This is an optimization exercise on Yosys and OpenROAD, whose aim is small area and a short achievable clock period, not a production implementation.
RTL that was checked went through simulation tests only; none was proved equivalent to the original.
For run 7, only the layout was checked, not whether the RTL still works.
No activity file was given, so power comes from the tool's default toggle rates.

File: run.sh
#!/bin/bash
# synth_recipe.tcl (not shown) runs the flow's synth.tcl, then flattens the netlist and writes it again
# the make line also repeats each setting of config.mk as NAME=value (left out here)
make -C /OpenROAD-flow-scripts/flow DESIGN_CONFIG=/design/flow/config.mk WORK_HOME=/design/flow/orfs CLKGATE_MAP_FILE= SYNTH_SCRIPT=/design/flow/synth_recipe.tcl finish
File: config.mk
export PLATFORM = sky130hd
export DESIGN_NAME = IOTDF
export DESIGN_NICKNAME = IOTDF
export VERILOG_FILES = /design/flow/design.v
export SDC_FILE = /design/flow/constraint.sdc
export NUM_CORES = 4
export LEC_CHECK = 0
export CAP_MARGIN = 20
export CORE_MARGIN = 2
export CORE_UTILIZATION = 40
export SETUP_SLACK_MARGIN = 0.3
export SLEW_MARGIN = 20
File: constraint.sdc
create_clock -name core_clock -period 10.0 [get_ports {clk}]
set_input_delay 2.0000 -clock core_clock [delete_from_list [all_inputs] [get_ports {clk}]]
set_output_delay 2.0000 -clock core_clock [all_outputs]
set_load 0.01 [all_outputs]
File: design.v
`timescale 1ns/10ps
module IOTDF( clk, rst, in_en, iot_in, fn_sel, busy, valid, iot_out);
input          clk;
input          rst;
input          in_en;
input  [7:0]   iot_in;
input  [2:0]   fn_sel;
output         busy;
output         valid;
output [127:0] iot_out;
reg  [127:0] x;         
reg  [127:0] y;         
reg  [2:0]   s3;        
reg          carry;     
reg          r;         
reg          ones;      
reg          copy_r;    
reg          emit_r;    
reg          valid_r;
reg  [3:0]   cnt;       
reg          started;   
reg          have;      
reg  [2:0]   pos;       
reg          r0done;    
wire ph0  = (cnt == 4'd0);
wire ph1  = (cnt == 4'd1);
wire ph15 = (cnt == 4'd15);
wire f_max  = (fn_sel == 3'b001);
wire f_min  = (fn_sel == 3'b010);
wire f_avg  = (fn_sel == 3'b011);
wire f_ext  = (fn_sel == 3'b100);
wire f_exc  = (fn_sel == 3'b101);
wire f_peak = (fn_sel[2:1] == 2'b11);
wire f_less = (fn_sel == 3'b010) | (fn_sel == 3'b111);
wire [7:0] a = x[127:120];
wire [7:0] b = y[127:120];
wire r_prev = ph1 ? 1'b0 : r;
wire r_next = (a == b) ? r_prev : ((a > b) ^ f_less);
wire ones_next = (a == 8'hFF) & (ph1 | ones);
wire better = r_next;
wire first  = (pos == 3'd0) & ~(f_peak & r0done);
wire last   = (pos == 3'd7);
wire ext_ok = (a >= 8'h70) & ((a < 8'hAF) | ((a == 8'hAF) & ~ones));
wire exc_ok = (a < 8'h7F) | ((a == 8'h7F) & ~ones) | (a >= 8'hC0);
wire copy_now = f_ext | f_exc | first | better;
wire emit_now = have & ((f_max | f_min | f_avg) ? last :
                        f_peak ? (r0done ? better : last) :
                        f_ext  ? ext_ok :
                        f_exc  ? exc_ok : 1'b0);
wire copy = ph0 ? copy_now : copy_r;
wire [3:0] low  = (first ? 3'd0 : s3) + x[2:0];
wire       cin  = ph0 ? low[3] : carry;
wire [7:0] addend = {ph15 ? 3'd0 : x[10:8], x[7:3]};
wire [8:0] asum = (first ? 8'd0 : y[7:0]) + addend + cin;
wire [7:0] yin = f_avg ? asum[7:0] : (copy ? x[7:0] : y[7:0]);
assign busy    = 1'b0;
assign valid   = valid_r;
assign iot_out = y;
always @(posedge clk) begin
	x <= {iot_in, x[127:8]};
	y <= {yin, y[127:8]};
	r <= r_next;
	ones <= ones_next;
	carry <= asum[8];
	if (ph0) begin
		s3     <= low[2:0];
		copy_r <= copy_now;
		emit_r <= emit_now;
	end
end
always @(posedge clk or posedge rst) begin
	if (rst) begin
		valid_r <= 1'b0;
		cnt     <= 4'd0;
		started <= 1'b0;
		have    <= 1'b0;
		pos     <= 3'd0;
		r0done  <= 1'b0;
	end
	else begin
		valid_r <= ph15 & emit_r;
		if (in_en | started)
			cnt <= cnt + 4'd1;
		if (in_en)
			started <= 1'b1;
		if (ph15) begin
			have <= in_en;
			if (have) begin
				pos <= pos + 3'd1;
				if (last)
					r0done <= 1'b1;
			end
		end
	end
end
endmodule
==> impl_metrics.ini, run 1 <==
[global_route]
gr-total-overflow = 0
antenna_found_initial = 0
grt_pass1_vias = 3831
grt_max_degree = 16
grt_pass1_wl_mm = 19.71
grt_use_total = 0.1345

[critical_path]
cp_max_fo = 13
path_class = in -> reg
end_kind = register
crit_top_cell = nand2_1
slowest_delay_ps = 650
start_kind = primary input
cp_slowest_cell = clkdlybuf4s50_1
cp.arrival_ps = 6000
worstPathRequired_ps = 10460
crit_chain = clkdlybuf4s50_1 > nand3_1 > nand3b_1 > nand2_1 > inv_1 > ha_1 > a21o_1 > a21oi_1 > nand2_1 > o21ai_0 > fa_1 > nor2b_1 > o31a_1 > or4_1 > a2111o_1 > o211ai_1 > o221a_1

[clock_network]
cts_root_buf = clkbuf_16
cts.path.max_buffers = 3
cts_resized = 0
hold_buffers = 0
clkTransAtPathRegs_ps = 60
htreeDepth = 1
insertion_delay_ps = 520
cts_setup_buffers = 0
cts_buffers = 27
cts.sinks = 275
cts_tree = done

[timing]
maxSlewViolCount = 0
clock_skew_ps = 7.778
whs_ps = 321.8
clock.fmax_mhz = 180.3
setup_slack_ps = 4454
rsz0062_at_grt = false
slew_headroom = 0.4053
setup_violations = 0
period_share = 0.5546
tns_ps = 0
hold_viol_final = 0
fin_crit_ps = 5546
worst_pin_slew_ps = 892.1

[route]
drt_wl_total_mm = 12.97
drt_iter0_markers = 120
vias = 3967
post_drt_wl_per_cell_um = 14.52
dr.pass1.iters = 4
remaining_drc_errors = 0
postRouteAntennaNets = 0
via_per_inst = 4.442

[synthesis]
syn_area_um2 = 7086
synth.yosys.seq_area_share = 0.7904
syn_inst = 484
synth_cell_types = 57
async_flop_share = 0.04000
synth_top_cell_area_share = 0.7346
synth_edf_count = 4
synth_largest_area_cell = dfxtp_1
ys_ff_latch = 275
synth_nets = 525
syn_area_per_cell_um2 = 14.64
synthTopCellsByArea = dfxtp_1 (73%), ha_1 (4.2%), dfrtp_1 (3.9%)
ys.flop_type = dfxtp_1
yosys_warnings = 1

[placement]
gp_congestion = 0.8101
dpl_worst_slack_ps = 4005
dpl.hpwl_mm = 9.049
port_buffers = 142
dpl_cell_area_um2 = 8750

[floorplan]
initial_core_util = 0.4096
dieHeight_um = 137.1
die_w_um = 137.1
ios = 144
rows = 48
dieArea_um2 = 18800
coreArea_um2 = 17300

[power_and_ir_drop]
power.switching_mw = 0.9883
peakVddDrop_mv = 0.2260
p_int_mw = 2.582
pwr-share-clk = 0.276
p_per_area_nw_per_um2 = 370.2
p_total_mw = 3.570
swShare = 0.2768
seqPwrFrac = 0.449
share_comb_of_total_power = 0.275
leakage_nw = 4.027

[cells_and_area]
area_growth_pct = 36.11
regArea_um2 = 5600
antenna_cells = 0
multi_input_area_um2 = 1356
final_area_um2 = 9644
fillCellCount = 1405
drive_above_1_share = 0.08084
final_nets = 689

[status]
status = timing/DRC/antenna clean

[run]
drv_cap = 0

[hold_path]
min_path_type = reg -> reg
## cell usage in the layout (no fill, tap or decap), types with 6 or more instances in the layout
master / count
o221ai_1: 6
and2_1: 12
dfxtp_1: 260
o21ai_0: 14
clkdlybuf4s50_1: 142
dfrtp_1: 11
clkbuf_16: 27
xnor2_1: 6
clkbuf_8: 6
clkinv_2: 6
a21oi_1: 9
nor2_1: 9
o221a_1: 6
inv_1: 24
ha_1: 24
nand2_1: 20
## registers in the layout, indices dropped and copies added, names as in the netlist
name / cells
pos: 3
r: 1
emit_r: 1
ones: 1
cnt: 4
r0done: 1
s3: 3
copy_r: 1
have: 1
carry: 1
started: 1
valid_r: 1
x: 128
y: 128
## stage by stage
step / cells / utilization
after global routing: 893 / 0.5576
after detailed placement: 844 / 0.5059
after CTS: 893 / 0.5576
final: 893 / 0.5576
after global placement: 844 / 0.5059
after floorplan: 484 / -
## synth_stat cells, types with 3 or more instances
master	n
a21oi_1	9
and2_1	12
and3_1	5
clkbuf_1	4
dfrtp_1	11
dfxtp_1	260
edfxtp_1	4
fa_1	3
ha_1	24
inv_1	24
nand2_1	20
nand2b_1	5
nor2_1	9
o211ai_1	3
o21a_1	5
o21ai_0	14
o221a_1	6
o221ai_1	6
o22ai_1	3
xnor2_1	6
## final cells by class
cell class,instances,area share
Sequential cell,275,0.5807
Timing Repair Buffer,142,0.1474
Multi-Input combinational cell,178,0.1406
Clock buffer,37,0.08018
Tap cell,225,0.02919
Clock inverter,12,0.01258
Inverter,24,0.009341
## power groups by stage
stage	logic, mW	clock network (mW)	registers, mW
after floorplan	0.257	0	1.71
after global placement	0.982	0	1.62
after detailed placement	0.987	0	1.63
after CTS	0.993	1.01	1.61
after global routing	1.06	1.06	1.64
final	0.982	0.984	1.60
## logic make-up (layout without fill, tap and decap cells)
logic type / count (synthesis) / after routing / synth area share
compound gates: 67 / 67 / 0.06975
other cells: 1 / 1 / 0.0005292
buf+inv: 31 / 215 / 0.01819
flops: 275 / 275 / 0.7904
fa+ha+maj: 27 / 27 / 0.05086
mux: 2 / 2 / 0.003178
simple gates: 74 / 74 / 0.05845
xor+xnor: 7 / 7 / 0.008653
## path summary, 6_finish.rpt
check                              startpoint            endpoint  slack, ps  cells past startpoint
max                                 fn_sel[2]      y[127]$_DFF_P_       4450                     17
max reg2reg                pos[0]$_DFFE_PP0P_      y[127]$_DFF_P_       6080                     17
min in group asynchronous                 rst   valid_r$_DFF_PP0_       1780                      2
min reg2reg                     x[73]$_DFF_P_       x[65]$_DFF_P_        320                      0
min                             x[73]$_DFF_P_       x[65]$_DFF_P_        320                      0
max in group asynchronous                 rst  pos[0]$_DFFE_PP0P_       7930                      2
## critical path: cells and delay by family
kind,cells,cell delay [ps]
buffers and inverters,2,730
adder cells (fa/ha/maj),2,500
AO/OA/AOI/OAI,7,1430
AND/OR/NAND/NOR,6,1330
## layer usage
metal  global-route usage  wire length (um)  vias to the layer above
met5                    0                 0                        -
met4              0.03952               284                        0
met3              0.03333               762                       23
met2               0.2175              5915                      120
met1               0.1789              6007                     1860
li1                     -                 -                     1964
==> run 2, diff against run 1 <==
--- a/design.v
+++ b/design.v
@@ -17,4 +17,5 @@
 reg          copy_r;    
 reg          emit_r;    
+reg  [2:0]   fn;        
 reg          valid_r;
 reg  [3:0]   cnt;       
@@ -26,11 +27,11 @@
 wire ph1  = (cnt == 4'd1);
 wire ph15 = (cnt == 4'd15);
-wire f_max  = (fn_sel == 3'b001);
-wire f_min  = (fn_sel == 3'b010);
-wire f_avg  = (fn_sel == 3'b011);
-wire f_ext  = (fn_sel == 3'b100);
-wire f_exc  = (fn_sel == 3'b101);
-wire f_peak = (fn_sel[2:1] == 2'b11);
-wire f_less = (fn_sel == 3'b010) | (fn_sel == 3'b111);
+wire f_max  = (fn == 3'b001);
+wire f_min  = (fn == 3'b010);
+wire f_avg  = (fn == 3'b011);
+wire f_ext  = (fn == 3'b100);
+wire f_exc  = (fn == 3'b101);
+wire f_peak = (fn[2:1] == 2'b11);
+wire f_less = (fn == 3'b010) | (fn == 3'b111);
 wire [7:0] a = x[127:120];
 wire [7:0] b = y[127:120];
@@ -49,8 +50,8 @@
                         f_exc  ? exc_ok : 1'b0);
 wire copy = ph0 ? copy_now : copy_r;
-wire [3:0] low  = (first ? 3'd0 : s3) + x[2:0];
-wire       cin  = ph0 ? low[3] : carry;
+wire       first_in = ~have | last;     
+wire [3:0] low    = (first_in ? 3'd0 : s3) + x[10:8];
 wire [7:0] addend = {ph15 ? 3'd0 : x[10:8], x[7:3]};
-wire [8:0] asum = (first ? 8'd0 : y[7:0]) + addend + cin;
+wire [8:0] asum   = (first ? 8'd0 : y[7:0]) + addend + carry;
 wire [7:0] yin = f_avg ? asum[7:0] : (copy ? x[7:0] : y[7:0]);
 assign busy    = 1'b0;
@@ -60,9 +61,14 @@
 	x <= {iot_in, x[127:8]};
 	y <= {yin, y[127:8]};
+	fn <= fn_sel;
 	r <= r_next;
 	ones <= ones_next;
-	carry <= asum[8];
+	if (ph15) begin
+		carry <= low[3];
+		s3    <= low[2:0];
+	end
+	else
+		carry <= asum[8];
 	if (ph0) begin
-		s3     <= low[2:0];
 		copy_r <= copy_now;
 		emit_r <= emit_now;
==> impl_metrics.ini, run 2 <==
[synthesis]
yosys_warnings = 1
synth_top_cell_area_share = 0.7397
synthTopCellsByArea = dfxtp_1 (74%), ha_1 (4.2%), dfrtp_1 (3.9%)
syn_area_um2 = 7118
syn_area_per_cell_um2 = 14.50
synth.yosys.seq_area_share = 0.7952
async_flop_share = 0.03957
syn_inst = 491
synth_largest_area_cell = dfxtp_1
yosysMostFrequentCell = dfxtp_1
ys.flop_type = dfxtp_1
ys_ff_latch = 278
synth_nets = 532
synth_edf_count = 4
synth_cell_types = 50
ys_top_cells_by_count = dfxtp_1 (263), inv_1 (28), ha_1 (24), nand2_1 (15), and2_1 (13)

[critical_path]
cp_num_buf_inv = 1
cp.arrival_ps = 1550
crit_chain = clkdlybuf4s50_1
cp_slowest_cell = clkdlybuf4s50_1
r2r_start = pos[0]$_DFFE_PP0P_
rr_worst_depth = 13
critPathCapture = iot_out[121]
slowest_delay_ps = 590
crit_start = y[121]$_DFF_P_
end_kind = output port
worstPathRequired_ps = 8000
start_kind = register
path_class = reg -> out
cp.depth = 1
rr_endpoint = y[126]$_DFF_P_
cp_top_family = buffers and inverters
r2r_setup_slack_ps = 6940
cp_max_fo = 4

[cells_and_area]
final_common_cell = dfxtp_1
fillCellCount = 1431
final_nets = 696
fin_cells = 897
layout_common_cells = dfxtp_1 (263), clkdlybuf4s50_1 (142), inv_1 (28)
drive_above_1_share = 0.07601
top_regs = x (128), y (128), cnt (4)
utilization = 0.5535
area_growth_pct = 34.96
multi_input_area_um2 = 1310
regArea_um2 = 5660

[clock_network]
cts_buffers = 27
cts.sinks = 278
htreeDepth = 1
cts_resized = 0
hold_buffers = 0
insertion_delay_ps = 510
cts.path.max_buffers = 3
clkTransAtPathRegs_ps = 60
cts_root_buf = clkbuf_16
cts_setup_buffers = 0
cts_tree = done

[power_and_ir_drop]
leakage_nw = 3.994
p_int_mw = 2.535
peakVddDrop_mv = 0.2215
seqPwrFrac = 0.463
p_per_area_nw_per_um2 = 362.9
share_comb_of_total_power = 0.275
pwr-share-clk = 0.263
swShare = 0.2728
power.switching_mw = 0.9511

[global_route]
grt_max_degree = 14
grt_pass1_vias = 3983
grt_use_total = 0.1274
antenna_found_initial = 0
grt_pass1_wl_mm = 19.24
gr-total-overflow = 0

[floorplan]
dieArea_um2 = 18880
rows = 48
dieHeight_um = 137.4
die_w_um = 137.4
coreArea_um2 = 17360
initial_core_util = 0.4101
ios = 144

[timing]
slew_headroom = 0.6433
maxSlewViolCount = 0
hold_viol_final = 0
setup_violations = 0
worst_pin_slew_ps = 521.6
clock.fmax_mhz = 281.5
fin_crit_ps = 3552
period_share = 0.3552
rsz0062_at_grt = false
clock_skew_ps = 9.021
whs_ps = 323.3
tns_ps = 0

[route]
drt_iter0_markers = 178
dr.pass1.iters = 4
via_per_inst = 4.495
remaining_drc_errors = 0
postRouteAntennaNets = 0
post_drt_wl_per_cell_um = 13.50
vias = 4032
drt_wl_total_mm = 12.11

[status]
status = timing/DRC/antenna clean

[placement]
placedCellCount = 851
port_buffers = 142
dpl.hpwl_mm = 8.842
gp_congestion = 0.7760

[hold_path]
min_path_type = reg -> reg

[run]
drv_cap = 0
==> run 2: cell types whose count changed after synthesis, sizes merged, moves of 4 or more <==
cell   delta
o311a     +4
nand2     -4
nor3      +7
o221a     -6
or3       +5
inv       +4
==> run 2: routing by layer <==
| metal | wire length [um] | vias up | GRT usage |
|---|---|---|---|
| met5 | 0 | - | 0 |
| met4 | 219 | 0 | 0.04467 |
| met3 | 1066 | 24 | 0.04157 |
| met2 | 5384 | 162 | 0.1971 |
| met1 | 5437 | 1882 | 0.1678 |
| li1 | - | 1964 | - |
==> run 2: worst min path at each step <==
stage	start	to	slack, ps	cells after the start
3_5_place_dp	x[41]$_DFF_P_	x[33]$_DFF_P_	310	0
3_3_place_gp	x[88]$_DFF_P_	x[80]$_DFF_P_	310	0
2_1_floorplan	x[108]$_DFF_P_	x[100]$_DFF_P_	310	0
6_report	x[68]$_DFF_P_	x[60]$_DFF_P_	320	0
4_1_cts	x[65]$_DFF_P_	x[57]$_DFF_P_	320	0
5_1_grt	x[94]$_DFF_P_	x[86]$_DFF_P_	330	0
==> run 2: stage by stage <==
step           area [um^2]  worst slack (ps)  power (mW)
2_1_floorplan         7118              7259       1.967
3_3_place_gp          8778              6933       2.592
3_5_place_dp          8778              6917       2.606
4_1_cts               9604              6390       3.537
5_1_grt               9604              6379       3.692
6_report              9607              6448       3.486
==> run 2: final cells by class <==
class | instances | share of cell area
tap | 225 | 0.02930
timing repair buffer | 142 | 0.1480
clock inverter | 5 | 0.003256
clock buffer | 40 | 0.08270
inverter | 28 | 0.01094
sequential | 278 | 0.5892
multi-input combinational | 178 | 0.1364
antenna | 1 | 0.0002605
==> run 2: kinds of logic after synthesis <==
kind of cell,synth area share
adder cells (fa/ha/maj),0.05062
AO/OA/AOI/OAI,0.05590
other,0.0005268
buffers and inverters,0.02074
multiplexers,0.004570
flip-flops,0.7952
XOR/XNOR,0.008613
AND/OR/NAND/NOR,0.06381
==> run 2: power groups by stage <==
| stage | Combinational, mW | Clock [mW] | Sequential, mW |
|---|---|---|---|
| 4_1_cts | 0.968 | 0.946 | 1.62 |
| 2_1_floorplan | 0.248 | 0 | 1.72 |
| 3_5_place_dp | 0.964 | 0 | 1.64 |
| 6_report | 0.957 | 0.916 | 1.61 |
| 5_1_grt | 1.04 | 0.995 | 1.65 |
| 3_3_place_gp | 0.960 | 0 | 1.63 |
==> run 3, diff against run 2 <==
==> flow/run.sh (new file) <==
#!/bin/bash
# The standard layout, with plain sky130_fd_sc_hd__buf_1 cells as the port buffers.
set -euo pipefail
export BUFFER_PORTS_ARGS="-buffer_cell sky130_fd_sc_hd__buf_1"
bash standard.sh > flow_standard.log 2>&1
==> standard.sh (new file) <==
#!/bin/bash
# synth_recipe.tcl (not shown) runs the flow's synth.tcl, then flattens the netlist and writes it again
# the make line also repeats each setting of config.mk as NAME=value (left out here)
make -C /OpenROAD-flow-scripts/flow DESIGN_CONFIG=/design/flow/config.mk WORK_HOME=/design/flow/orfs CLKGATE_MAP_FILE= SYNTH_SCRIPT=/design/flow/synth_recipe.tcl "${@:-finish}"
removed: run.sh
==> impl_metrics.ini, run 3 <==
[route]
remaining_drc_errors = 0
postRouteAntennaNets = 0
drt_wl_total_mm = 11.90
via_per_inst = 4.398
vias = 3941
drt_iter0_markers = 174
dr.pass1.iters = 4
post_drt_wl_per_cell_um = 13.28

[timing]
clock_skew_ps = 21.04
setup_slack_ps = 6845
worst_pin_slew_ps = 557.8
tns_ps = 0
period_share = 0.3155
slew_headroom = 0.6185
fin_crit_ps = 3155
maxSlewViolCount = 0
setup_violations = 0
clock.fmax_mhz = 316.9
rsz0062_at_grt = false
hold_viol_final = 0

[power_and_ir_drop]
p_total_mw = 3.149
peakVddDrop_mv = 0.2114
p_per_area_nw_per_um2 = 362.4
leakage_nw = 3.599

[global_route]
grt_pass1_vias = 3892
grt_use_total = 0.1248
grt_max_degree = 15
antenna_found_initial = 0
gr-total-overflow = 0
grt_pass1_wl_mm = 18.69

[cells_and_area]
final_area_um2 = 8688
final_common_cell = dfxtp_1
fin_cells = 896
antenna_cells = 0
top_regs = x (128), y (128), cnt (4)
layout_common_cells = dfxtp_1 (263), buf_1 (142), inv_1 (28)
drive_above_1_share = 0.07303
final_nets = 696
area_growth_pct = 22.06

[floorplan]
dieArea_um2 = 18880
die_w_um = 137.4
ios = 144
coreArea_um2 = 17360
dieHeight_um = 137.4
rows = 48
initial_core_util = 0.4101

[synthesis]
ys_top_cells_by_count = dfxtp_1 (263), inv_1 (28), ha_1 (24), nand2_1 (15), and2_1 (13)
synth_compound_area_frac = 0.05590
synth_edf_count = 4
yosys_warnings = 1
synth_cell_types = 50
synthSimpleGateAreaFrac = 0.06381
synth_top_cell_area_share = 0.7397
yosysMostFrequentCell = dfxtp_1
async_flop_share = 0.03957
ys_ff_latch = 278
syn_area_per_cell_um2 = 14.50
synth_nets = 532
synth_fa_ha_area_frac = 0.05062
synth_xor_area_frac = 0.008613
syn_inst = 491
synthTopCellsByArea = dfxtp_1 (74%), ha_1 (4.2%), dfrtp_1 (3.9%)
synth.yosys.seq_area_share = 0.7952
muxShareOfSynthArea = 0.004570
ys.flop_type = dfxtp_1
synth_largest_area_cell = dfxtp_1
syn_area_um2 = 7118
synth_top_family_by_area = simple AND/OR/NAND/NOR gates

[clock_network]
cts.sinks = 278
cts_tree = done
clkTransAtPathRegs_ps = 60
hold_buffers = 0
cts_setup_buffers = 0
cts.path.max_buffers = 3
cts_root_buf = clkbuf_16
cts_resized = 0
insertion_delay_ps = 520
htreeDepth = 1
cts_buffers = 27

[critical_path]
crit_chain = buf_1
start_kind = register
cp_max_fo = 3
cp_num_buf_inv = 1
slowest_delay_ps = 420
worstPathRequired_ps = 8000
cp.arrival_ps = 1160
cp_top_family = flip-flops
path_class = reg -> out
cp_slowest_cell = dfxtp_1
end_kind = output port

[placement]
dpl_worst_slack_ps = 7023
placedCellCount = 851
dpl_cell_area_um2 = 7890
gp_congestion = 0.8127
dpl.hpwl_mm = 8.527
port_buffers = 142

[run]
drv_cap = 0

[status]
status = timing/DRC/antenna clean

[hold_path]
min_path_type = reg -> reg
## run 3: cell counts after synthesis
No cell type changed its count.
## run 3: worst reg2reg max path, stage by stage (launching register included)
cell and delay, ps:
dfrtp_1 380, inv_1 60, ha_1 180, or3b_1 310, nand2_1 110, fa_1 410, fa_1 390, nor2b_1 150
o21ai_0 110, a21oi_1 230, o21a_1 160, nor3_1 50, o32ai_1 260, o311a_1 200
## run 3: worst paths after layout
path / cells past startpoint / end / from / slack, ps
setup / recovery: 1 / iot_out[124] / y[124]$_DFF_P_ / 6840
min in group asynchronous: 2 / valid_r$_DFF_PP0_ / rst / 1440
max in group asynchronous: 2 / pos[2]$_DFFE_PP0P_ / rst / 8250
hold / removal: 0 / x[4]$_DFF_P_ / x[12]$_DFF_P_ / 310
hold reg to reg: 0 / x[4]$_DFF_P_ / x[12]$_DFF_P_ / 310
setup reg to reg: 13 / y[126]$_DFF_P_ / pos[0]$_DFFE_PP0P_ / 6950
## run 3: kinds of logic (layout without fill, tap and decap cells)
logic type,after synthesis,after routing
AO/OA/AOI/OAI,57,57
XOR/XNOR,7,7
adder cells (fa/ha/maj),27,27
buffers and inverters,35,215
flip-flops,278,278
multiplexers,3,3
other,1,1
AND/OR/NAND/NOR,83,83
## run 3: layout make-up
type | instances | area, um^2
Sequential cell | 278 | 5660
Clock inverter | 6 | 37.54
Inverter | 28 | 105.1
Fill cell | 1506 | 8668
Multi-Input combinational cell | 178 | 1310
Timing Repair Buffer | 142 | 533.0
Tap cell | 225 | 281.5
Clock buffer | 39 | 760.7
## run 3: per-layer routing
| metal | share of wire | GRT usage | vias up |
|---|---|---|---|
| met5 | 0 | 0 | - |
| met4 | 0.021 | 0.04582 | 0 |
| met3 | 0.083 | 0.03458 | 21 |
| met2 | 0.43 | 0.1954 | 144 |
| met1 | 0.47 | 0.1651 | 1813 |
| li1 | - | - | 1963 |
## run 3: metrics by stage
stage,utilization,hold WS [ps]
2_1_floorplan,-,309.6
3_3_place_gp,0.4546,309.7
3_5_place_dp,0.4546,312.1
4_1_cts,0.5006,319.1
5_1_grt,0.5006,327.8
6_report,0.5006,312.0
## run 3: report_power, final
| part | leakage (nW) | switching [mW] | total [mW] | internal, mW |
|---|---|---|---|---|
| sequential | 2.39 | 0.182 | 1.62 | 1.43 |
| combinational | 0.820 | 0.395 | 0.631 | 0.236 |
| clock | 0.392 | 0.377 | 0.902 | 0.524 |
==> run 4, diff against run 3 <==
--- a/config.mk
+++ b/config.mk
@@ -8,5 +8,9 @@
 export CAP_MARGIN = 20
 export CORE_MARGIN = 2
-export CORE_UTILIZATION = 40
+export CORE_UTILIZATION = 65
+export CTS_BUF_LIST = sky130_fd_sc_hd__clkbuf_8
+export CTS_CLUSTER_DIAMETER = 50
+export CTS_CLUSTER_SIZE = 22
+export PLACE_DENSITY = 0.75
 export SETUP_SLACK_MARGIN = 0.3
 export SLEW_MARGIN = 20
==> impl_metrics.ini, run 4 <==
[hold_path]
hold_depth = 0
min_path_type = reg -> reg
holdPathEnd = x[107]$_DFF_P_
hp-start = x[115]$_DFF_P_

[critical_path]
crit_chain = buf_1
path_class = reg -> out
end_kind = output port
slowest_delay_ps = 480
cp_num_buf_inv = 1
worstPathRequired_ps = 8000
cp_slowest_cell = dfxtp_1
cp.arrival_ps = 1160
rr_endpoint = y[126]$_DFF_P_
start_kind = register
cp_top_family = flip-flops
rr_worst_depth = 13
r2r_start = pos[0]$_DFFE_PP0P_
cp_max_fo = 4
r2r_setup_slack_ps = 6960

[cells_and_area]
final_area_um2 = 8064
layout_common_cells = dfxtp_1 (263), buf_1 (142), inv_1 (31)
drive_above_1_share = 0.04784
final_nets = 685
area_growth_pct = 13.29
antenna_cells = 0
utilization = 0.7505
top_regs = x (128), y (128), cnt (4)
final_common_cell = dfxtp_1

[floorplan]
dieHeight_um = 108.6
initial_core_util = 0.6624
rows = 38
coreArea_um2 = 10750
dieArea_um2 = 11800
ios = 144
die_w_um = 108.6

[timing]
clock.fmax_mhz = 316.1
setup_violations = 0
period_share = 0.3164
clock_skew_ps = 34.19
hold_viol_final = 0
rsz0062_at_grt = false
fin_crit_ps = 3164
tns_ps = 0
worst_pin_slew_ps = 670.7
slew_headroom = 0.5413
maxSlewViolCount = 0

[clock_network]
hold_buffers = 0
cts.path.max_buffers = 3
cts.sinks = 278
cts_tree = done
cts_resized = 0
htreeDepth = 1
cts_buffers = 16
insertion_delay_ps = 510
cts_root_buf = clkbuf_8
cts_setup_buffers = 0
clkTransAtPathRegs_ps = 120

[synthesis]
ys.flop_type = dfxtp_1
ys_top_cells_by_count = dfxtp_1 (263), inv_1 (28), ha_1 (24), nand2_1 (15), and2_1 (13)
synth_edf_count = 4
synth_top_cell_area_share = 0.7397
syn_area_um2 = 7118
synth_cell_types = 50
syn_inst = 491
synth_nets = 532
synthTopCellsByArea = dfxtp_1 (74%), ha_1 (4.2%), dfrtp_1 (3.9%)
synth_largest_area_cell = dfxtp_1
async_flop_share = 0.03957
ys_ff_latch = 278
yosys_warnings = 1
synth.yosys.seq_area_share = 0.7952
yosysMostFrequentCell = dfxtp_1
syn_area_per_cell_um2 = 14.50

[placement]
port_buffers = 142
dpl_cell_area_um2 = 7784
gp_congestion = 0.8744
dpl.hpwl_mm = 8.750

[global_route]
grt_use_total = 0.1996
antenna_found_initial = 1
gr-total-overflow = 0
grt_pass1_vias = 3799
grt_max_degree = 24
grt_pass1_wl_mm = 18.13

[route]
postRouteAntennaNets = 0
drt_iter0_markers = 154
remaining_drc_errors = 0
vias = 3886
via_per_inst = 4.931
drt_wl_total_mm = 11.86
post_drt_wl_per_cell_um = 15.04
dr.pass1.iters = 4

[status]
status = timing/DRC/antenna clean

[power_and_ir_drop]
power.switching_mw = 0.8737
share_comb_of_total_power = 0.233
swShare = 0.3207
p_per_area_nw_per_um2 = 337.8
leakage_nw = 3.363
peakVddDrop_mv = 0.2089
p_int_mw = 1.851
seqPwrFrac = 0.592
pwr-share-clk = 0.176

[run]
drv_cap = 0
run 4: per-layer routing:
metal	vias up	part of all wire	global-route usage
met3	18	0.058	0.03825
met2	123	0.49	0.3563
met5	-	0	0
met1	1819	0.44	0.2472
met4	0	0.019	0.05769
li1	1926	-	-
run 4: metrics by stage:
step / hold slack [ps] / instances / power [mW] / worst slack, ps
2_1_floorplan: 309.6 / 491 / 1.967 / 7259
5_1_grt: 335.5 / 788 / 2.895 / 6680
3_5_place_dp: 312.1 / 766 / 2.279 / 7018
4_1_cts: 330.2 / 788 / 2.748 / 6827
3_3_place_gp: 309.5 / 766 / 2.247 / 7092
6_report: 317.0 / 788 / 2.724 / 6836
run 4: layout make-up:
cell class | instances | area (um^2)
timing repair buffer | 142 | 533.0
tap | 140 | 175.2
clock inverter | 5 | 46.29
clock buffer | 17 | 234.0
inverter | 28 | 105.1
sequential | 278 | 5660
multi-input combinational | 178 | 1310
fill | 729 | 2681
run 4: worst reg2reg max path, cell delays in order (launching register included):
cell     delay, ps
dfrtp_1        420
inv_1           60
ha_1           180
or3b_1         300
nand2_1        110
fa_1           410
fa_1           400
nor2b_1        150
o21ai_0        120
a21oi_1        180
o21a_1         150
nor3_1          50
o32ai_1        260
o311a_1        190
run 4: how the worst max path moves through the flow:
stage	startpoint	end	cells after the start
floorplan	pos[0]$_DFFE_PP0P_	y[126]$_DFF_P_	14
global placement	pos[0]$_DFFE_PP0P_	y[126]$_DFF_P_	13
detailed placement	pos[0]$_DFFE_PP0P_	y[126]$_DFF_P_	13
CTS	y[5]$_DFF_P_	iot_out[5]	1
global route	pos[0]$_DFFE_PP0P_	y[126]$_DFF_P_	13
finish	y[5]$_DFF_P_	iot_out[5]	1
run 4: cell families after synthesis:
family,count (synthesis),synth area share
DFF,278,0.7952
and+or+nand+nor,83,0.06381
xor gates and xnor gates,7,0.008613
other,1,0.0005268
buffers and inverters,35,0.02074
muxes,3,0.004570
adders and majority gates,27,0.05062
AOI/OAI and AO/OA,57,0.05590
run 4: power groups by stage:
stage	Sequential (mW)	Combinational [mW]	Clock, mW
after floorplan	1.72	0.248	0
after global placement	1.61	0.632	0
after detailed placement	1.64	0.637	0
after CTS	1.62	0.641	0.488
after global routing	1.65	0.715	0.530
final	1.61	0.634	0.479
==> run 5, diff against run 4 <==
--- a/config.mk
+++ b/config.mk
@@ -10,6 +10,6 @@
 export CORE_UTILIZATION = 65
 export CTS_BUF_LIST = sky130_fd_sc_hd__clkbuf_8
-export CTS_CLUSTER_DIAMETER = 50
-export CTS_CLUSTER_SIZE = 22
+export CTS_CLUSTER_DIAMETER = 60
+export CTS_CLUSTER_SIZE = 18
 export PLACE_DENSITY = 0.75
 export SETUP_SLACK_MARGIN = 0.3
==> impl_metrics.ini, run 5 <==
[synthesis]
synth_compound_area_frac = 0.05590
yosys_warnings = 1
synth_cell_types = 50
synth_nets = 532
synth_xor_area_frac = 0.008613
synth_top_family_by_area = simple AND/OR/NAND/NOR gates
synth_top_cell_area_share = 0.7397
syn_area_per_cell_um2 = 14.50
yosysMostFrequentCell = dfxtp_1
ys.flop_type = dfxtp_1
syn_inst = 491
synthTopCellsByArea = dfxtp_1 (74%), ha_1 (4.2%), dfrtp_1 (3.9%)
async_flop_share = 0.03957
muxShareOfSynthArea = 0.004570
ys_ff_latch = 278
synth_largest_area_cell = dfxtp_1
synth.yosys.seq_area_share = 0.7952
ys_top_cells_by_count = dfxtp_1 (263), inv_1 (28), ha_1 (24), nand2_1 (15), and2_1 (13)
syn_area_um2 = 7118
synth_edf_count = 4
synth_fa_ha_area_frac = 0.05062
synthSimpleGateAreaFrac = 0.06381

[clock_network]
cts.path.max_buffers = 3
cts_tree = done
cts_root_buf = clkbuf_8
cts_resized = 0
cts.sinks = 278
hold_buffers = 0
cts_buffers = 19
cts_setup_buffers = 0
insertion_delay_ps = 510
clkTransAtPathRegs_ps = 100
htreeDepth = 1

[placement]
port_buffers = 142
dpl.hpwl_mm = 8.750
gp_congestion = 0.8744
dpl_cell_area_um2 = 7784

[global_route]
gr-total-overflow = 0
grt_util_met1 = 0.2550
use_met3 = 0.03825
grt_pass1_vias = 3797
busiest_layer = met2
antenna_found_initial = 1
grt_pass1_wl_mm = 18.43
grt_use_total = 0.2034
grt_max_degree = 20
grt_use_met2 = 0.3567

[critical_path]
cp.arrival_ps = 1140
crit_chain = buf_1
rr_endpoint = y[126]$_DFF_P_
end_kind = output port
crit_start = y[120]$_DFF_P_
r2r_setup_slack_ps = 6940
worstPathRequired_ps = 8000
rr_worst_depth = 13
cp_top_family = flip-flops
cp_num_buf_inv = 1
cp_max_fo = 3
slowest_delay_ps = 460
cp_slowest_cell = dfxtp_1
r2r_start = pos[0]$_DFFE_PP0P_
path_class = reg -> out
start_kind = register

[route]
dr.pass1.iters = 4
post_drt_wl_per_cell_um = 15.14
via_per_inst = 4.955
remaining_drc_errors = 0
drt_iter0_markers = 145
vias = 3924
drt_wl_total_mm = 11.99
postRouteAntennaNets = 0

[hold_path]
min_path_type = reg -> reg
hp-start = x[90]$_DFF_P_
hold_depth = 0
holdPathEnd = x[82]$_DFF_P_

[timing]
setup_violations = 0
worst_pin_slew_ps = 618.9
slew_headroom = 0.5768
fin_crit_ps = 3145
hold_viol_final = 0
period_share = 0.3145
clock.fmax_mhz = 318.0
rsz0062_at_grt = false
clock_skew_ps = 14.39
maxSlewViolCount = 0
tns_ps = 0

[cells_and_area]
layout_common_cells = dfxtp_1 (263), buf_1 (142), inv_1 (33)
drive_above_1_share = 0.05061
final_common_cell = dfxtp_1
final_nets = 688
top_regs = x (128), y (128), cnt (4)
area_growth_pct = 13.83
final_area_um2 = 8103
fillCellCount = 722
antenna_cells = 0

[floorplan]
ios = 144
dieHeight_um = 108.6
dieArea_um2 = 11800
rows = 38
initial_core_util = 0.6624
die_w_um = 108.6
coreArea_um2 = 10750

[power_and_ir_drop]
peakVddDrop_mv = 0.2052
p_per_area_nw_per_um2 = 340.0
leakage_nw = 3.389

[status]
status = timing/DRC/antenna clean

[run]
drv_cap = 0
## run 5: cell counts after synthesis
No cell type changed its count.
## run 5: cells by family (layout without fill, tap and decap cells)
| kind of cell | count (synthesis) | in the layout |
|---|---|---|
| AOI/OAI and AO/OA | 57 | 57 |
| DFF | 278 | 278 |
| other | 1 | 1 |
| and+or+nand+nor | 83 | 83 |
| xor gates and xnor gates | 7 | 7 |
| buffers and inverters | 35 | 196 |
| adders and majority gates | 27 | 27 |
| muxes | 3 | 3 |
## run 5: worst register-to-register path: cells and delay by family (launching register included)
family	cells	cell delay, ps
buffers and inverters	1	70
adders and majority gates	3	980
AOI/OAI and AO/OA	5	910
DFF	1	420
and+or+nand+nor	4	620
## run 5: area by class of cell
type                            count  area, um^2  share of cell area
Inverter                           28       105.1             0.01297
Clock buffer                       19       261.5             0.03227
Multi-Input combinational cell    178        1310              0.1617
Clock inverter                      7       57.56            0.007103
Tap cell                          140       175.2             0.02162
Timing Repair Buffer              142       533.0             0.06578
Sequential cell                   278        5660              0.6986
## run 5: metal layers
layer	vias to the layer above	wire (um)	part of all wire
li1	1939	-	-
met1	1828	5148	0.43
met2	131	5773	0.48
met3	26	754	0.063
met4	0	313	0.026
met5	-	0	0
## run 5: how the worst max path moves through the flow
stage,endpoint,slack [ps],depth (start not counted)
global route,y[126]$_DFF_P_,6670,13
detailed placement,y[126]$_DFF_P_,7020,13
floorplan,y[126]$_DFF_P_,7260,14
finish,iot_out[120],6860,1
global placement,y[126]$_DFF_P_,7090,13
CTS,iot_out[5],6830,1
## run 5: stage by stage
step	hold slack, ps	power, mW	setup slack, ps	util	instances
after CTS	329.9	2.784	6833	0.7541	792
after global routing	326.8	2.929	6668	0.7541	792
after global placement	309.5	2.247	7092	0.7244	766
after floorplan	309.6	1.967	7259	-	491
after detailed placement	312.1	2.279	7018	0.7244	766
final	327.2	2.755	6855	0.7541	792
## run 5: power by group
group          switching, mW  internal, mW  total [mW]
logic                  0.397         0.238       0.634
registers              0.182          1.43        1.61
clock network          0.305         0.203       0.508
total                  0.884          1.87        2.75
==> run 6, diff against run 5 <==
==> flow/run.sh (replaced) <==
#!/bin/bash
# The standard layout, with plain sky130_fd_sc_hd__buf_1 cells as the port buffers
# and timing repair aiming for a larger setup slack than the default.
set -euo pipefail
export BUFFER_PORTS_ARGS="-buffer_cell sky130_fd_sc_hd__buf_1"
export SETUP_SLACK_MARGIN=7.0
bash standard.sh > flow_standard.log 2>&1
--- a/config.mk
+++ b/config.mk
@@ -13,4 +13,3 @@
 export CTS_CLUSTER_SIZE = 18
 export PLACE_DENSITY = 0.75
-export SETUP_SLACK_MARGIN = 0.3
 export SLEW_MARGIN = 20
==> impl_metrics.ini, run 6 <==
[status]
status = timing/DRC/antenna clean

[global_route]
grt_pass1_vias = 3945
grt_max_degree = 20
antenna_found_initial = 0
grt_pass1_wl_mm = 19.40
gr-total-overflow = 0
grt_use_total = 0.2144

[clock_network]
cts_tree = done
cts.sinks = 278
cts_buffers = 19
cts_root_buf = clkbuf_8
cts.path.max_buffers = 3
htreeDepth = 1
clkTransAtPathRegs_ps = 110
hold_buffers = 0
insertion_delay_ps = 510

[cells_and_area]
drive_above_1_share = 0.4525
antenna_cells = 0
fillCellCount = 563
fin_cells = 814
layout_common_cells = dfxtp_1 (147), dfxtp_2 (107), buf_2 (56)
top_regs = x (128), y (128), cnt (4)
regArea_um2 = 5828
final_common_cell = dfxtp_1
area_growth_pct = 25.44
multi_input_area_um2 = 1323
final_nets = 710

[synthesis]
synth_cell_types = 50
ys_ff_latch = 278
synth.yosys.seq_area_share = 0.7952
ys_top_cells_by_count = dfxtp_1 (263), inv_1 (28), ha_1 (24), nand2_1 (15), and2_1 (13)
syn_inst = 491
syn_area_um2 = 7118
yosys_warnings = 1
synth_edf_count = 4
ys.flop_type = dfxtp_1
synthTopCellsByArea = dfxtp_1 (74%), ha_1 (4.2%), dfrtp_1 (3.9%)
yosysMostFrequentCell = dfxtp_1
synth_top_cell_area_share = 0.7397
async_flop_share = 0.03957
syn_area_per_cell_um2 = 14.50
synth_nets = 532
synth_largest_area_cell = dfxtp_1

[floorplan]
ios = 144
initial_core_util = 0.6624
coreArea_um2 = 10750
die_w_um = 108.6
rows = 38
dieHeight_um = 108.6
dieArea_um2 = 11800

[route]
drt_iter0_markers = 202
via_per_inst = 5.006
vias = 4075
remaining_drc_errors = 0
postRouteAntennaNets = 0
drt_wl_total_mm = 14.40
dr.pass1.iters = 4
post_drt_wl_per_cell_um = 17.69

[placement]
dpl.hpwl_mm = 8.750
port_buffers = 142
placedCellCount = 766
gp_congestion = 0.8744

[power_and_ir_drop]
peakVddDrop_mv = 0.2272
pwr-share-clk = 0.167
p_int_mw = 2.172
leakage_nw = 3.988
p_per_area_nw_per_um2 = 351.6
power.switching_mw = 0.9675
seqPwrFrac = 0.537
swShare = 0.3082
share_comb_of_total_power = 0.296

[critical_path]
cp_slowest_cell = dfxtp_4
slowest_delay_ps = 380
crit_chain = buf_6
cp.arrival_ps = 1010
start_kind = register
cp_max_fo = 2
path_class = reg -> out
worstPathRequired_ps = 8000
cp_top_family = flip-flops
cp_num_buf_inv = 1
end_kind = output port

[timing]
maxSlewViolCount = 0
setup_violations = 0
rsz0062_at_grt = true
period_share = 0.3011
hold_viol_final = 0
tns_ps = 0
worst_pin_slew_ps = 603.1
clock_skew_ps = 15.04
slew_headroom = 0.5875
fin_crit_ps = 3011
clock.fmax_mhz = 332.1

[run]
drv_cap = 0

[hold_path]
min_path_type = reg -> reg
==> run 6: cell counts after synthesis <==
Identical to the previous run, type by type.
==> run 6: layout make-up <==
type | instances | share of cell area
clock buffers | 19 | 0.02929
clock inverters | 7 | 0.006446
inverters | 28 | 0.01177
multi-input cells | 178 | 0.1481
flip-flops and latches | 278 | 0.6527
well taps | 140 | 0.01962
repair buffers | 164 | 0.1320
==> run 6: worst paths after layout <==
path / start / to / slack [ps] / cells after the start
min in group asynchronous: rst / cnt[3]$_DFFE_PP0P_ / 1450 / 2
max reg2reg: pos[0]$_DFFE_PP0P_ / y[126]$_DFF_P_ / 7120 / 13
max in group asynchronous: rst / cnt[0]$_DFFE_PP0P_ / 8230 / 2
min reg2reg: x[32]$_DFF_P_ / x[24]$_DFF_P_ / 330 / 0
min: x[32]$_DFF_P_ / x[24]$_DFF_P_ / 330 / 0
max: y[121]$_DFF_P_ / iot_out[121] / 6990 / 1
==> run 6: repair_timing <==
action | 4_1_cts | 5_1_grt
resized for setup | 164 | 150
setup endpoints to repair | 107 | 122
pin swaps | 0 | 2
setup buffers | 13 | 9
==> run 6: layer usage <==
metal,share of wire,vias up,global-route usage,wire [um]
li1,-,1985,-,-
met3,0.044,21,0.04065,639
met1,0.41,1944,0.2638,5941
met4,0.020,0,0.06593,284
met5,0,-,0,0
met2,0.52,125,0.3830,7537
==> run 6: metrics by stage <==
step	worst slack [ps]	power [mW]	hold WS (ps)	cell area, um^2	util
3_5_place_dp	7018	2.279	312.1	7784	0.7244
4_1_cts	6966	2.924	329.9	8461	0.7874
5_1_grt	6904	3.302	326.0	8929	0.8309
3_3_place_gp	7092	2.247	309.5	7784	0.7244
2_1_floorplan	7259	1.967	309.6	7118	-
6_report	6989	3.139	326.6	8929	0.8309
==> run 6: cells by family (layout without fill, tap and decap cells) <==
kind of cell / after synthesis / count (layout) / share of synthesized area
other: 1 / 1 / 0.0005268
buffers and inverters: 35 / 218 / 0.02074
adders and majority gates: 27 / 27 / 0.05062
xor gates and xnor gates: 7 / 7 / 0.008613
muxes: 3 / 3 / 0.004570
and+or+nand+nor: 83 / 83 / 0.06381
DFF: 278 / 278 / 0.7952
AOI/OAI and AO/OA: 57 / 57 / 0.05590
==> run 6: power groups by stage <==
stage | Combinational, mW | Sequential [mW] | Clock [mW]
6_report | 0.930 | 1.69 | 0.523
4_1_cts | 0.777 | 1.63 | 0.522
3_3_place_gp | 0.632 | 1.61 | 0
3_5_place_dp | 0.637 | 1.64 | 0
5_1_grt | 1.01 | 1.72 | 0.570
2_1_floorplan | 0.248 | 1.72 | 0
==> run 7, diff against run 6 <==
--- a/design.v
+++ b/design.v
@@ -36,12 +36,24 @@
 wire [7:0] a = x[127:120];
 wire [7:0] b = y[127:120];
-wire r_prev = ph1 ? 1'b0 : r;
-wire r_next = (a == b) ? r_prev : ((a > b) ^ f_less);
+wire r_prev = ~ph1 & r;
+wire [8:0] g;
+assign g[0] = 1'b0;
+genvar k;
+generate
+	for (k = 0; k < 8; k = k + 1) begin : cmp
+		assign g[k+1] = (a[k] & ~b[k]) | (~(a[k] ^ b[k]) & g[k]);
+	end
+endgenerate
+wire r_next = (a == b) ? r_prev : (g[8] ^ f_less);
 wire ones_next = (a == 8'hFF) & (ph1 | ones);
 wire better = r_next;
 wire first  = (pos == 3'd0) & ~(f_peak & r0done);
 wire last   = (pos == 3'd7);
-wire ext_ok = (a >= 8'h70) & ((a < 8'hAF) | ((a == 8'hAF) & ~ones));
-wire exc_ok = (a < 8'h7F) | ((a == 8'h7F) & ~ones) | (a >= 8'hC0);
+wire ge70   = a[7] | (a[6] & a[5] & a[4]);
+wire ltAF   = ~a[7] | (~a[6] & (~a[5] | (~a[4] & ~(&a[3:0]))));
+wire lt7F   = ~a[7] & ~(&a[6:0]);
+wire geC0   = a[7] & a[6];
+wire ext_ok = ge70 & (ltAF | ((a == 8'hAF) & ~ones));
+wire exc_ok = lt7F | ((a == 8'h7F) & ~ones) | geC0;
 wire copy_now = f_ext | f_exc | first | better;
 wire emit_now = have & ((f_max | f_min | f_avg) ? last :
@@ -51,8 +63,24 @@
 wire copy = ph0 ? copy_now : copy_r;
 wire       first_in = ~have | last;     
-wire [3:0] low    = (first_in ? 3'd0 : s3) + x[10:8];
-wire [7:0] addend = {ph15 ? 3'd0 : x[10:8], x[7:3]};
-wire [8:0] asum   = (first ? 8'd0 : y[7:0]) + addend + carry;
-wire [7:0] yin = f_avg ? asum[7:0] : (copy ? x[7:0] : y[7:0]);
+wire [2:0] s3m    = s3 & {3{~first_in}};
+wire [3:0] lc;
+wire [2:0] low;
+wire [7:0] addend = {x[10:8] & {3{~ph15}}, x[7:3]};
+wire [7:0] ym     = y[7:0] & {8{~first}};
+wire [8:0] ac;
+wire [7:0] asum;
+assign lc[0] = 1'b0;
+assign ac[0] = carry;
+generate
+	for (k = 0; k < 3; k = k + 1) begin : lowadd
+		assign low[k]  = s3m[k] ^ x[8+k] ^ lc[k];
+		assign lc[k+1] = (s3m[k] & x[8+k]) | (lc[k] & (s3m[k] ^ x[8+k]));
+	end
+	for (k = 0; k < 8; k = k + 1) begin : add
+		assign asum[k] = ym[k] ^ addend[k] ^ ac[k];
+		assign ac[k+1] = (ym[k] & addend[k]) | (ac[k] & (ym[k] ^ addend[k]));
+	end
+endgenerate
+wire [7:0] yin = f_avg ? asum : (copy ? x[7:0] : y[7:0]);
 assign busy    = 1'b0;
 assign valid   = valid_r;
@@ -65,9 +93,9 @@
 	ones <= ones_next;
 	if (ph15) begin
-		carry <= low[3];
-		s3    <= low[2:0];
+		carry <= lc[3];
+		s3    <= low;
 	end
 	else
-		carry <= asum[8];
+		carry <= ac[8];
 	if (ph0) begin
 		copy_r <= copy_now;
==> flow/run.sh (replaced) <==
#!/bin/bash
# The standard layout, with plain sky130_fd_sc_hd__buf_1 cells as the port buffers.
set -euo pipefail
export BUFFER_PORTS_ARGS="-buffer_cell sky130_fd_sc_hd__buf_1"
bash standard.sh > flow_standard.log 2>&1
--- a/config.mk
+++ b/config.mk
@@ -13,3 +13,4 @@
 export CTS_CLUSTER_SIZE = 18
 export PLACE_DENSITY = 0.75
+export SETUP_SLACK_MARGIN = 0.3
 export SLEW_MARGIN = 20
==> impl_metrics.ini, run 7 <==
[cells_and_area]
final_common_cell = dfxtp_1
final_nets = 650
top_regs = x (128), y (128), cnt (4)
antenna_cells = 0
layout_common_cells = dfxtp_1 (263), buf_1 (142), inv_1 (31)
drive_above_1_share = 0.04065
area_growth_pct = 13.87

[synthesis]
synth_compound_area_frac = 0.04509
yosysMostFrequentCell = dfxtp_1
synth_largest_area_cell = dfxtp_1
muxShareOfSynthArea = 0.004727
ys.flop_type = dfxtp_1
syn_area_um2 = 6882
syn_inst = 455
async_flop_share = 0.03957
synthTopCellsByArea = dfxtp_1 (77%), dfrtp_1 (4.0%), fa_1 (2.9%)
synth_top_cell_area_share = 0.7651
synth_edf_count = 4
synth_xor_area_frac = 0.006364
synth_nets = 494
synth_fa_ha_area_frac = 0.05636
synthSimpleGateAreaFrac = 0.04382
syn_area_per_cell_um2 = 15.12
ys_top_cells_by_count = dfxtp_1 (263), inv_1 (26), nand2_1 (21), ha_1 (15), nor2_1 (12)
yosys_warnings = 1
synth_cell_types = 44
ys_ff_latch = 278
synth.yosys.seq_area_share = 0.8225
synth_top_family_by_area = adder cells

[clock_network]
cts.sinks = 278
cts_resized = 0
hold_buffers = 0
clkTransAtPathRegs_ps = 110
cts_tree = done
cts_setup_buffers = 0
htreeDepth = 1
cts.path.max_buffers = 3
cts_buffers = 19
insertion_delay_ps = 510
cts_root_buf = clkbuf_8

[global_route]
grt_pass1_wl_mm = 16.69
grt_pass1_vias = 3459
gr-total-overflow = 0
antenna_found_initial = 0
grt_use_total = 0.1883
grt_max_degree = 20

[route]
vias = 3649
remaining_drc_errors = 0
postRouteAntennaNets = 0
via_per_inst = 4.859
drt_iter0_markers = 211
drt_wl_total_mm = 10.75
dr.pass1.iters = 4
post_drt_wl_per_cell_um = 14.31

[floorplan]
dieHeight_um = 106.9
die_w_um = 106.9
dieArea_um2 = 11430
ios = 144
rows = 37
initial_core_util = 0.6666
coreArea_um2 = 10320

[run]
drv_cap = 0

[placement]
gp_congestion = 0.8378
port_buffers = 142
dpl.hpwl_mm = 7.799

[timing]
maxSlewViolCount = 0
setup_violations = 0
period_share = 0.4264
hold_viol_final = 0
whs_ps = 319.2
worst_pin_slew_ps = 587.2
rsz0062_at_grt = false
tns_ps = 0
fin_crit_ps = 4264
slew_headroom = 0.6071
clock.fmax_mhz = 234.5
clock_skew_ps = 15.93

[critical_path]
path_class = reg -> reg
worstPathRequired_ps = 10430
crit_chain = inv_1 > ha_1 > nand3b_1 > nand2_1 > fa_1 > fa_1 > inv_1 > fa_1 > fa_1 > fa_1 > fa_1 > fa_1 > inv_1 > fa_1 > a22oi_1
slowest_delay_ps = 430
crit_top_cell = fa_1
cp_max_fo = 9
cp.arrival_ps = 4700
end_kind = register
cp_slowest_cell = dfrtp_1
start_kind = register

[hold_path]
min_path_type = reg -> reg

[power_and_ir_drop]
leakage_nw = 3.297
p_per_area_nw_per_um2 = 331.7
peakVddDrop_mv = 0.2590

[status]
status = timing/DRC/antenna clean
==> run 7: cell types whose count changed after synthesis, moves of 6 or more <==
cell,previous run,this run
ha_1,24,15
nor3_1,9,1
or3_1,6,0
fa_1,3,10
nand2_1,15,21
==> run 7: path summary, 6_finish.rpt <==
| check | startpoint | endpoint | slack [ps] | cells after the start |
|---|---|---|---|---|
| max in group asynchronous | rst | cnt[1]$_DFFE_PP0P_ | 8250 | 2 |
| min in group asynchronous | rst | r0done$_DFFE_PP0P_ | 1440 | 2 |
| max reg2reg | pos[0]$_DFFE_PP0P_ | y[127]$_DFF_P_ | 5740 | 15 |
| min reg2reg | x[76]$_DFF_P_ | x[68]$_DFF_P_ | 320 | 0 |
| min | x[76]$_DFF_P_ | x[68]$_DFF_P_ | 320 | 0 |
| max | pos[0]$_DFFE_PP0P_ | y[127]$_DFF_P_ | 5740 | 15 |
==> run 7: per-stage QoR <==
step | instances | power [mW] | area [um^2] | utilization | setup WS [ps]
floorplan | 455 | 1.862 | 6882 | - | 6223
global placement | 726 | 2.112 | 7545 | 0.7308 | 6054
detailed placement | 726 | 2.144 | 7545 | 0.7308 | 5821
CTS | 751 | 2.626 | 7836 | 0.7591 | 5790
global route | 751 | 2.754 | 7836 | 0.7591 | 5510
finish | 751 | 2.599 | 7836 | 0.7591 | 5736
==> run 7: where the power goes <==
| part | internal [mW] | switching (mW) | total, mW |
|---|---|---|---|
| logic | 0.195 | 0.347 | 0.541 |
| registers | 1.41 | 0.163 | 1.57 |
| clock network | 0.177 | 0.307 | 0.484 |
==> run 7: per-layer routing <==
layer | part of all wire | wire (um) | track usage
met1 | 0.43 | 4591 | 0.2453
met2 | 0.47 | 5092 | 0.3098
met3 | 0.076 | 814 | 0.04559
met4 | 0.023 | 248 | 0.06772
met5 | 0 | 0 | 0
==> run 7: area by class of cell <==
type,instances,area (um^2)
fill,672,2487
clock inverter,6,30.03
multi-input combinational,143,1080
timing repair buffer,142,533.0
clock buffer,19,261.5
tap,136,170.2
sequential,278,5660
inverter,27,101.3
==> run 7: cell families (layout without fill, tap and decap cells) <==
logic type,Yosys count,in the layout
flip-flops,278,278
adder cells (fa/ha/maj),25,25
XOR/XNOR,5,5
other,1,1
AO/OA/AOI/OAI,48,48
AND/OR/NAND/NOR,61,61
buffers and inverters,34,194
multiplexers,3,3
==> run 7: critical path, delay by kind of cell, from the launching register on <==
family	cells	cell delay (ps)
compound gates	1	190
simple gates	2	450
buf+inv	3	230
fa+ha+maj	9	2900
flops	1	430
==> run 8, diff against run 7 <==
==> design.v (replaced) <==
`timescale 1ns/10ps
module IOTDF( clk, rst, in_en, iot_in, fn_sel, busy, valid, iot_out);
input          clk;
input          rst;
input          in_en;
input  [7:0]   iot_in;
input  [2:0]   fn_sel;
output         busy;
output         valid;
output [127:0] iot_out;
reg  [127:0] x;         
reg  [127:0] y;         
reg  [2:0]   s3;        
reg          carry;     
reg          r;         
reg          ones;      
reg          copy_r;    
reg          emit_r;    
reg          first_r;   
reg          valid_r;
reg  [3:0]   cnt;       
reg          have;      
reg  [2:0]   pos;       
reg          r0done;    
wire ph0  = (cnt == 4'd0);
wire ph1  = (cnt == 4'd1);
wire ph15 = (cnt == 4'd15);
wire f_mma  = (fn_sel == 3'b001) | (fn_sel == 3'b010) | (fn_sel == 3'b011);
wire f_avg  = (fn_sel == 3'b011);
wire f_ext  = (fn_sel == 3'b100);
wire f_exc  = (fn_sel == 3'b101);
wire f_peak = (fn_sel[2:1] == 2'b11);
wire f_less = (fn_sel == 3'b010) | (fn_sel == 3'b111);
wire [7:0] a = x[127:120];
wire [7:0] b = y[127:120];
wire r_prev = ~ph1 & r;
wire r_next = (a == b) ? r_prev : ((a > b) ^ f_less);
wire ones_next = (a == 8'hFF) & (ph1 | ones);
wire better = r_next;
wire last   = (pos == 3'd7);
wire ge70   = a[7] | (a[6] & a[5] & a[4]);
wire ltAF   = ~a[7] | (~a[6] & (~a[5] | (~a[4] & ~(&a[3:0]))));
wire lt7F   = ~a[7] & ~(&a[6:0]);
wire geC0   = a[7] & a[6];
wire ext_ok = ge70 & (ltAF | ((a == 8'hAF) & ~ones));
wire exc_ok = lt7F | ((a == 8'h7F) & ~ones) | geC0;
wire copy_now = f_ext | f_exc | first_r | better;
wire emit_now = have & ((f_mma & last) |
                        (f_peak & (r0done ? better : last)) |
                        (f_ext & ext_ok) |
                        (f_exc & exc_ok));
wire copy = ph0 ? copy_now : copy_r;
wire       first_in = ~have | last;     
wire [3:0] low    = (s3 & {3{~first_in}}) + x[10:8];
wire [7:0] addend = {x[10:8] & {3{~ph15}}, x[7:3]};
wire [8:0] asum   = (y[7:0] & {8{~first_r}}) + addend + carry;
wire sel_a = f_avg;
wire sel_x = ~f_avg & copy;
wire sel_y = ~f_avg & ~copy;
wire [7:0] yin = (asum[7:0] & {8{sel_a}}) | (x[7:0] & {8{sel_x}}) | (y[7:0] & {8{sel_y}});
assign busy    = 1'b0;
assign valid   = valid_r;
assign iot_out = y;
always @(posedge clk) begin
	x <= {iot_in, x[127:8]};
	y <= {yin, y[127:8]};
	r <= r_next;
	ones <= ones_next;
	if (ph15) begin
		carry   <= low[3];
		s3      <= low[2:0];
		first_r <= have ? (last & ~f_peak) : ((pos == 3'd0) & ~(f_peak & r0done));
	end
	else
		carry <= asum[8];
	if (ph0) begin
		copy_r <= copy_now;
		emit_r <= emit_now;
	end
end
always @(posedge clk or posedge rst) begin
	if (rst) begin
		valid_r <= 1'b0;
		cnt     <= 4'd0;
		have    <= 1'b0;
		pos     <= 3'd0;
		r0done  <= 1'b0;
	end
	else begin
		valid_r <= ph15 & emit_r;
		if (in_en | have | ~ph0)
			cnt <= cnt + 4'd1;
		if (ph15) begin
			have <= in_en;
			if (have) begin
				pos <= pos + 3'd1;
				if (last)
					r0done <= 1'b1;
			end
		end
	end
end
endmodule
--- a/config.mk
+++ b/config.mk
@@ -6,4 +6,5 @@
 export NUM_CORES = 4
 export LEC_CHECK = 0
+export ABC_AREA = 1
 export CAP_MARGIN = 20
 export CORE_MARGIN = 2
==> impl_metrics.ini, run 8 <==
[critical_path]
crit_start = y[122]$_DFF_P_
crit_chain = buf_1
cp_top_family = flip-flops
path_class = reg -> out
cp.depth = 1
cp.arrival_ps = 1140
r2r_start = cnt[0]$_DFFE_PP0P_
slowest_delay_ps = 460
rr_worst_depth = 13
cp_slowest_cell = dfxtp_1
cp_max_fo = 3
end_kind = output port
cp_num_buf_inv = 1
start_kind = register
worstPathRequired_ps = 8000

[timing]
slew_headroom = 0.5567
maxSlewViolCount = 0
setup_violations = 0
hold_viol_final = 0
fin_crit_ps = 3138
worst_pin_slew_ps = 662.5
period_share = 0.3138
clock.fmax_mhz = 318.7
rsz0062_at_grt = false
tns_ps = 0
clock_skew_ps = 13.06

[clock_network]
cts_setup_buffers = 0
cts.sinks = 275
insertion_delay_ps = 500
cts_resized = 0
cts_root_buf = clkbuf_8
hold_buffers = 0
htreeDepth = 1
cts_buffers = 19
cts.path.max_buffers = 3
cts_tree = done
clkTransAtPathRegs_ps = 110

[global_route]
grt_max_degree = 21
grt_pass1_wl_mm = 18.02
antenna_found_initial = 0
grt_pass1_vias = 3782
gr-total-overflow = 0
grt_use_total = 0.1963

[synthesis]
synthTopCellsByArea = dfxtp_1 (73%), ha_1 (4.2%), dfrtp_1 (3.5%)
synth_top_cell_area_share = 0.7280
syn_area_per_cell_um2 = 13.41
yosysMostFrequentCell = dfxtp_1
syn_area_um2 = 7149
async_flop_share = 0.03636
synth_edf_count = 5
synth_largest_area_cell = dfxtp_1
ys_top_cells_by_count = dfxtp_1 (260), inv_1 (59), nand2_1 (49), nor2_1 (25), ha_1 (24)
synth.yosys.seq_area_share = 0.7840
synth_cell_types = 37
syn_inst = 533
yosys_warnings = 1
synth_nets = 574
ys_ff_latch = 275
ys.flop_type = dfxtp_1

[route]
vias = 4006
drt_iter0_markers = 211
post_drt_wl_per_cell_um = 13.90
drt_wl_total_mm = 11.61
via_per_inst = 4.798
postRouteAntennaNets = 0
dr.pass1.iters = 5
remaining_drc_errors = 0

[floorplan]
dieArea_um2 = 11850
rows = 38
die_w_um = 108.9
dieHeight_um = 108.9
initial_core_util = 0.6624
coreArea_um2 = 10790
ios = 144

[power_and_ir_drop]
leakage_nw = 3.612
peakVddDrop_mv = 0.2567
p_per_area_nw_per_um2 = 309.9

[placement]
port_buffers = 142
dpl.hpwl_mm = 8.567
gp_congestion = 0.8359

[hold_path]
hold_depth = 0
hp-start = x[17]$_DFF_P_
min_path_type = reg -> reg

[cells_and_area]
fillCellCount = 732
antenna_cells = 0
drive_above_1_share = 0.07338
area_growth_pct = 13.60
layout_common_cells = dfxtp_1 (260), buf_1 (142), inv_1 (64)
top_regs = x (128), y (128), cnt (4)
final_common_cell = dfxtp_1
final_nets = 732
utilization = 0.7525

[status]
status = timing/DRC/antenna clean

[run]
drv_cap = 0
[run 8: metal layers]
metal	wire length (um)	global-route usage	share of wire	vias to the layer above
li1	-	-	-	1999
met1	5251	0.2712	0.45	1860
met2	5476	0.3163	0.47	125
met3	637	0.03825	0.055	22
met4	240	0.05861	0.021	0
met5	0	0	0	-
[run 8: layout make-up]
cell class / count / area (um^2) / share of cell area
Clock buffer: 19 / 261.5 / 0.03220
Clock inverter: 6 / 35.03 / 0.004314
Inverter: 61 / 229.0 / 0.02819
Multi-Input combinational cell: 192 / 1282 / 0.1579
Sequential cell: 275 / 5605 / 0.6902
Tap cell: 140 / 175.2 / 0.02157
Timing Repair Buffer: 142 / 533.0 / 0.06563
[run 8: per-stage QoR]
stage          hold WS [ps]  instances  setup slack, ps  instance area (um^2)  power (mW)
4_1_cts               329.2        835             6832                  8122       2.542
5_1_grt               332.2        835             6812                  8122       2.678
6_report              323.7        835             6862                  8122       2.517
3_5_place_dp          312.1        810             6621                  7825       2.064
2_1_floorplan         309.6        533             7099                  7149       1.809
3_3_place_gp          309.7        810             6707                  7825       2.044
[run 8: worst paths after layout]
kind | end | slack (ps)
max | iot_out[122] | 6860
min | x[9]$_DFF_P_ | 320
max in group asynchronous | r0done$_DFFE_PP0P_ | 8270
min in group asynchronous | pos[2]$_DFFE_PP0P_ | 1440
min reg2reg | x[9]$_DFF_P_ | 320
max reg2reg | y[127]$_DFF_P_ | 7130
[run 8: report_power, final]
part           internal (mW)  switching [mW]
clock                  0.178           0.303
combinational          0.181           0.333
sequential              1.37           0.157
[run 8: kinds of logic (layout without fill, tap and decap cells)]
| logic type | count (synthesis) | in the layout | synth area share |
|---|---|---|---|
| compound gates | 31 | 31 | 0.02520 |
| xor+xnor | 4 | 4 | 0.004901 |
| fa+ha+maj | 27 | 27 | 0.05040 |
| buf+inv | 66 | 228 | 0.03658 |
| flops | 275 | 275 | 0.7840 |
| mux | 1 | 1 | 0.001575 |
| other cells | 1 | 1 | 0.0005245 |
| simple gates | 128 | 128 | 0.09678 |

-- re-timing with driven ports --
No port has a modelled driver above. Below, the same layouts with a new extraction and two added sets of constraints.
Step 1 sets driving cells, clkbuf_16 on the clock port and buf_2 on the other inputs (assumed; they add their load-dependent delay and slew).
Step 2 moves the port delays by t, midway between the first and last clock arrival at a register: inputs arrive t later, outputs are due t later. That takes back most of the time a late clock gives input paths.
a / b / c = ideal / step 1 / step 2; a / b = the first two.
run | t, ns | setup WS [ns] | hold WS [ns]
run 1 | 0.550 | 4.454 / 4.471 / 3.922 | 0.322 / 0.322 / 0.322
run 2 | 0.545 | 6.448 / 6.406 / 6.911 | 0.323 / 0.323 / 0.323
run 3 | 0.554 | 6.845 / 6.801 / 6.953 | 0.312 / 0.312 / 0.312
run 4 | 0.528 | 6.836 / 6.801 / 6.962 | 0.317 / 0.317 / 0.317
run 5 | 0.539 | 6.855 / 6.817 / 6.942 | 0.327 / 0.327 / 0.327
run 6 | 0.536 | 6.989 / 6.952 / 7.120 | 0.327 / 0.327 / 0.327
run 7 | 0.538 | 5.736 / 5.736 / 5.736 | 0.319 / 0.319 / 0.319
run 8 | 0.526 | 6.862 / 6.829 / 6.548 | 0.324 / 0.324 / 0.324
After both steps every run listed still meets setup and hold. The setup slack of run 1, which loses most, moves by +0.017 ns with the drivers and by -0.532 ns with both steps.
